Context: an optimization exercise on an open-source flow, tuned for small area. The choices shown serve that exercise and are no tape-out recipe. In this exercise RTL edits were held to simulation tests only and were not proved equivalent to the original. Power figures rest on the tool's default switching activity, not on a simulated workload.

==> pepper: inputs <==
## MIPS
module MIPS(clk,reset,In,Op,alu_result,reg1,reg2,ReadData,out);
==> module MIPS, before the edit <==
module MIPS(clk,reset,In,Op,alu_result,reg1,reg2,ReadData,out);
input clk,reset;
input [31:0]In;
output [31:26] Op;
output [31:0] alu_result;
output [31:0] reg1,reg2;
output [31:0] ReadData;
output reg [31:0] out;
assign Op = In[31:26];
wire [5:0] op = In[31:26];
wire [4:0] rs = In[25:21];
wire [4:0] rt = In[20:16];
wire [4:0] rd = In[15:11];
wire [31:0] simm = {{16{In[15]}}, In[15:0]};
wire hi0   = ~reset & (op[5:3] == 3'b000);
wire is_add = hi0 & (op[2:0] == 3'd1);
wire is_sub = hi0 & (op[2:0] == 3'd3);
wire is_and = hi0 & (op[2:0] == 3'd5);
wire is_or  = hi0 & (op[2:0] == 3'd7);
wire is_lw  = hi0 & (op[2:0] == 3'd2);
wire is_sw  = hi0 & (op[2:0] == 3'd4);
wire is_r   = is_add | is_sub | is_and | is_or;
wire is_mem = is_lw | is_sw;
wire en     = is_r | is_mem;
reg [1023:0] R;    
reg [1023:0] M;    
reg [31:0] MRD;
reg [31:0] r1, r2;
integer k;
always @(*) begin
	r1 = 32'd0;
	r2 = 32'd0;
	for (k = 0; k < 32; k = k + 1) begin
		r1 = r1 | ({32{en & (rs == k)}} & R[32*k +: 32]);
		r2 = r2 | ({32{en & (rt == k)}} & R[32*k +: 32]);
	end
end
assign reg1 = r1;
assign reg2 = r2;
wire [31:0] b = is_mem ? simm : r2;
wire [31:0] sum = r1 + (b ^ {32{is_sub}}) + {31'd0, is_sub};
wire [31:0] alu = is_and ? (r1 & b) : is_or ? (r1 | b) : sum;
assign alu_result = alu;
wire inrange = (alu[31:5] == 27'd0);
reg [31:0] rdword;
always @(*) begin
	rdword = 32'd0;
	for (k = 0; k < 32; k = k + 1)
		rdword = rdword | ({32{is_lw & inrange & (alu[4:0] == k)}} & M[32*k +: 32]);
end
wire [31:0] wd = is_mem ? MRD : alu;
assign ReadData = wd;
wire [4:0] dst = is_r ? rd : rt;
genvar i;
generate
for (i = 0; i < 32; i = i + 1) begin : words
	wire [31:0] rinit = (i == 1) ? 32'd5 : (i == 2) ? 32'd15 : (i == 3) ? 32'd2 : 32'd0;
	wire [31:0] minit = (i == 15) ? 32'd9 : 32'd0;
	wire re = reset | (en & (dst == i));
	wire me = reset | (is_sw & inrange & (alu[4:0] == i));
	wire [31:0] rnew = wd | ({32{reset}} & rinit);
	wire [31:0] mnew = r2 | ({32{reset}} & minit);
	always @(posedge clk) begin
		R[32*i +: 32] <= ({32{re}} & rnew) | ({32{~re}} & R[32*i +: 32]);
		M[32*i +: 32] <= ({32{me}} & mnew) | ({32{~me}} & M[32*i +: 32]);
	end
end
endgenerate
wire oe = reset | is_sw;
always @(posedge clk) begin
	MRD <= rdword | ({32{is_sw}} & MRD);
	out <= ({32{oe}} & r2 & {32{inrange}}) | ({32{~oe}} & out);
end
endmodule
clock: 12.0 ns
lec_check: 0
cap_margin: 20
core_margin: 2
core_utilization: 40
slew_margin: 20
run.sh (not shown) runs the stock make flow with config.mk's settings and CLKGATE_MAP_FILE= SYNTH_SCRIPT=/design/flow/synth_recipe.tcl, a recipe that flattens the netlist after the stock synthesis.
==> inputs of juniper, as changes to pepper <==
==> flow/design.v (replaced) <==
module hold_gate(e, en, d, q, y);
input e, en, d, q;
output y;
assign y = (e & d) | (en & q);
endmodule
module flip_gate(e, en, d, q, y);
input e, en, d, q;
output y;
assign y = ~((e | q) & (en | d));
endmodule
module aoi222(a0, b0, a1, b1, a2, b2, y);
input a0, b0, a1, b1, a2, b2;
output y;
assign y = ~((a0 & b0) | (a1 & b1) | (a2 & b2));
endmodule
module aoi22(a0, b0, a1, b1, y);
input a0, b0, a1, b1;
output y;
assign y = ~((a0 & b0) | (a1 & b1));
endmodule
module rsel32(s, d, y);
input [31:0] s, d;
output y;
wire [10:0] t;
genvar g;
generate
for (g = 0; g < 10; g = g + 1) begin : g3
	aoi222 u(.a0(s[3*g]), .b0(d[3*g]), .a1(s[3*g+1]), .b1(d[3*g+1]),
	         .a2(s[3*g+2]), .b2(d[3*g+2]), .y(t[g]));
end
endgenerate
aoi22 u10(.a0(s[30]), .b0(d[30]), .a1(s[31]), .b1(d[31]), .y(t[10]));
assign y = ~&t;
endmodule
module MIPS(clk,reset,In,Op,alu_result,reg1,reg2,ReadData,out);
input clk,reset;
input [31:0]In;
output [31:26] Op;
output [31:0] alu_result;
output [31:0] reg1,reg2;
output [31:0] ReadData;
output reg [31:0] out;
assign Op = In[31:26];
wire [5:0] op = In[31:26];
wire [4:0] rs = In[25:21];
wire [4:0] rt = In[20:16];
wire [4:0] rd = In[15:11];
wire [31:0] simm = {{16{In[15]}}, In[15:0]};
wire hi0    = ~reset & (op[5:3] == 3'b000);
wire is_add = hi0 & (op[2:0] == 3'd1);
wire is_sub = hi0 & (op[2:0] == 3'd3);
wire is_and = hi0 & (op[2:0] == 3'd5);
wire is_or  = hi0 & (op[2:0] == 3'd7);
wire is_lw  = hi0 & (op[2:0] == 3'd2);
wire is_sw  = hi0 & (op[2:0] == 3'd4);
wire is_r   = is_add | is_sub | is_and | is_or;
wire is_mem = is_lw | is_sw;
wire en     = is_r | is_mem;
reg ph;
always @(posedge clk)
	ph <= ~reset & ~ph;
reg [1023:0] R;    
reg [1023:0] M;    
reg [31:0] MRD;
wire [31:0] s1, s2, sm;
wire [31:0] alu;
wire inrange = (alu[31:5] == 27'd0);
genvar i, j;
generate
for (i = 0; i < 32; i = i + 1) begin : sel
	assign s1[i] = (rs == i);
	assign s2[i] = (rt == i);
	assign sm[i] = (alu[4:0] == i);
end
endgenerate
wire [31:0] x1, x2, xm;
generate
for (j = 0; j < 32; j = j + 1) begin : rbit
	wire [31:0] rcol, mcol;
	for (i = 0; i < 32; i = i + 1) begin : col
		assign rcol[i] = R[32*i + j];
		assign mcol[i] = M[32*i + j];
	end
	rsel32 p1(.s(s1), .d(rcol), .y(x1[j]));
	rsel32 p2(.s(s2), .d(rcol), .y(x2[j]));
	rsel32 pm(.s(sm), .d(mcol), .y(xm[j]));
end
endgenerate
wire [31:0] r1 = (x1 ^ {32{ph}}) & {32{en}};
wire [31:0] r2 = (x2 ^ {32{ph}}) & {32{en}};
assign reg1 = r1;
assign reg2 = r2;
wire [31:0] rdword = (xm ^ {32{ph}}) & {32{is_lw & inrange}};
wire [31:0] b = is_mem ? simm : r2;
wire [31:0] sum = r1 + (b ^ {32{is_sub}}) + {31'd0, is_sub};
assign alu = is_and ? (r1 & b) : is_or ? (r1 | b) : sum;
assign alu_result = alu;
wire [31:0] wd = is_mem ? MRD : alu;
assign ReadData = wd;
wire [4:0] dst = is_r ? rd : rt;
wire [31:0] rd0 = reset ? 32'hFFFFFFFF : (wd ^ {32{ph}});    
wire [31:0] rd1 = reset ? 32'h00000000 : (wd ^ {32{ph}});    
wire [31:0] md0 = reset ? 32'hFFFFFFFF : (r2 ^ {32{ph}});
wire [31:0] md1 = reset ? 32'h00000000 : (r2 ^ {32{ph}});
generate
for (i = 0; i < 32; i = i + 1) begin : words
	wire [31:0] rinit = (i == 1) ? 32'd5 : (i == 2) ? 32'd15 : (i == 3) ? 32'd2 : 32'd0;
	wire [31:0] minit = (i == 15) ? 32'd9 : 32'd0;
	wire re = reset | (en & (dst == i));
	wire me = reset | (is_sw & inrange & (alu[4:0] == i));
	wire ren = ~re;
	wire men = ~me;
	wire [31:0] rnext, mnext;
	for (j = 0; j < 32; j = j + 1) begin : b
		flip_gate hr(.e(re), .en(ren), .d(rinit[j] ? rd1[j] : rd0[j]), .q(R[32*i + j]), .y(rnext[j]));
		flip_gate hm(.e(me), .en(men), .d(minit[j] ? md1[j] : md0[j]), .q(M[32*i + j]), .y(mnext[j]));
	end
	always @(posedge clk) begin
		R[32*i +: 32] <= rnext;
		M[32*i +: 32] <= mnext;
	end
end
endgenerate
wire oe = reset | is_sw;
wire oen = ~oe;
wire [31:0] onext;
generate
for (j = 0; j < 32; j = j + 1) begin : ob
	hold_gate ho(.e(oe), .en(oen), .d(r2[j] & inrange), .q(out[j]), .y(onext[j]));
end
endgenerate
always @(posedge clk) begin
	MRD <= rdword | ({32{is_sw}} & MRD);
	out <= onext;
end
endmodule
==> flow/flow/run.sh (new file) <==
#!/bin/bash
# Layout flow: the standard synthesis, then a second synthesis of the same
# RTL whose final ABC mapping is area-oriented and sees the whole flattened
# design. The second netlist replaces the first only if it has exactly the
# same registers (names and cell types); then the standard flow continues
# from it to the final layout.
set -u
W=$(pwd)
R=$W/orfs/results/$FLOW_PLATFORM/MIPS/base

bash standard.sh synth > std_synth.log 2>&1 || exit 1
cp $R/1_2_yosys.v std_1_2_yosys.v

MY_ABC_SCRIPT=$W/flow/area.abc make -C $FLOW_HOME DESIGN_CONFIG=$W/config.mk \
  WORK_HOME=$W/orfs_area CLKGATE_MAP_FILE= SYNTH_SCRIPT=$W/flow/area_synth.tcl \
  $W/orfs_area/results/$FLOW_PLATFORM/MIPS/base/1_2_yosys.v > area_synth.log 2>&1
A=$W/orfs_area/results/$FLOW_PLATFORM/MIPS/base/1_2_yosys.v

regs() { grep -oE '^ *sky130_fd_sc_hd__(df|edf|sdf|dl)[a-z0-9_]* +[^ ]+' "$1" | sed -E 's/_[0-9]+ +/ /' | awk '{print $2, $1}' | sort; }
if [[ -s $A ]] && [[ -n "$(regs std_1_2_yosys.v)" ]] && diff <(regs std_1_2_yosys.v) <(regs $A) > regs_diff.txt; then
  echo "using the area netlist" > netlist_choice.txt
  cp $A $R/1_2_yosys.v
  rm -f $R/1_synth.odb $R/1_synth.sdc
else
  echo "registers differ; using the standard netlist" > netlist_choice.txt
fi

bash standard.sh BUFFER_PORTS_ARGS="-buffer_cell sky130_fd_sc_hd__buf_2" finish > std_finish.log 2>&1
==> flow/flow/area.abc (new file) <==
strash; &get -n; &st; &dch; &nf -R 1000; &put; topo; stime -c
==> flow/flow/area_synth.tcl (new file) <==
proc synth {args} { yosys synth -nofsm -noshare {*}$args }
# The final technology mapping: flatten first (all but the flip gate) so ABC
# sees the whole design, and map with an area-oriented script.
proc abc {args} {
  set i [lsearch -exact $args -script]
  if {$i >= 0} { lset args [expr {$i + 1}] $::env(MY_ABC_SCRIPT) }
  yosys setattr -mod -unset keep_hierarchy
  # the per-bit flip gate is mapped on its own, so that its two enable
  # inputs stay two inputs and it maps to one OR-OR-AND-invert cell
  if {![catch {yosys select -assert-any flip_gate}]} {
    yosys setattr -mod -set keep_hierarchy 1 flip_gate
  }
  yosys select -clear
  yosys flatten
  yosys opt_clean -purge
  yosys abc {*}$args
}
source $::env(SCRIPTS_DIR)/synth.tcl
# left out here: clear keep_hierarchy, flatten, clean up, hide names made inside functions, write 1_2_yosys.v
==> flow/standard.sh (new file) <==
#!/bin/bash
# synth_recipe.tcl (not shown) runs the flow's synth.tcl, then flattens the netlist and writes it again
# the make line also repeats each setting of config.mk as NAME=value (left out here)
make -C /OpenROAD-flow-scripts/flow DESIGN_CONFIG=/design/flow/config.mk WORK_HOME=/design/flow/orfs CLKGATE_MAP_FILE= SYNTH_SCRIPT=/design/flow/synth_recipe.tcl "${@:-finish}"
- CAP_MARGIN: 20 -> 10
- CORE_UTILIZATION: 40 -> 45
- CTS_BUF_LIST: not set -> sky130_fd_sc_hd__clkbuf_8
- CTS_CLUSTER_DIAMETER: not set -> 50
- CTS_CLUSTER_SIZE: not set -> 14
- SETUP_SLACK_MARGIN: not set -> 0.4
- SLEW_MARGIN: 20 -> 10
- SYNTH_HIERARCHICAL: not set -> 1
removed: flow/run.sh
==> run_results.csv <==
group,metric,value,unit
layout,design.seq.count,2112,
layout,multi_input_area,0.02892,mm^2
sta,clock_skew,0.1188,ns
grt,grt.met3_usage,19.83,%
routing,met3WireLength,86690,um
die,taps,3043,
grt,grt_pass1_vias,76320,
routing,drt_pass1_iterations,10,
status,failed_layout_checks,"setup timing",
routing,avgViaCountPerCell,7.585,
status,outcome,"finished with violations",
synthesis,yosys.area_share.adder,0.6524,%
sta,hold_ws,0.4640,ns
sta,finalSetupViolations,3,
sta,worst_slack,-0.04273,ns
sta,slew_headroom,14.05,%
die,start_util,40.12,%
[end of results for pepper]
==> run_results.csv <==
group,metric,value,unit
status,outcome,"timing/DRC/antenna clean",
die,start_util,45.43,%
routing,drt_pass1_iterations,13,
die,taps,2189,
clock_tree,cts_root_buffer,"clkbuf_8",
grt,grt.met3_usage,12.24,%
sta,clock_skew,0.06785,ns
routing,avgViaCountPerCell,7.695,
sta,slew_headroom,14.96,%
sta,worst_slack,0.5007,ns
grt,grt_pass1_vias,72670,
sta,finalSetupViolations,0,
pwr,cellLeakagePower,32.66,nW
layout,multi_input_area,0.03317,mm^2
layout,design.seq.count,2113,
routing,met3WireLength,49170,um
[end of results for juniper]

-- static timing again, ports no longer ideal --
The flow's constraints put no driver on any port. The routed layouts listed below were extracted and timed again, unchanged, in two steps. Step 1, drivers: a clkbuf_16 drives clk and a buf_2 each remaining input, both assumed. Step 2 times the ports against the registers' clock, not the clock port: input delays grow and output delays shrink by t, the midpoint of the rising clock arrivals with the driver on. Three values: no drivers, after step 1, after step 2; two values: the first two.
| run | shift t [ns] | setup slack, ns | hold slack, ns |
|---|---|---|---|
| pepper | 1.003 | -0.043 / -0.064 / -0.064 | 0.464 / 0.464 / 0.464 |
| juniper | 1.080 | 0.501 / 0.420 / 0.225 | 0.445 / 0.445 / 0.445 |
The setup slack of juniper, which loses most, moves by -0.081 ns with the drivers and by -0.276 ns with both steps.
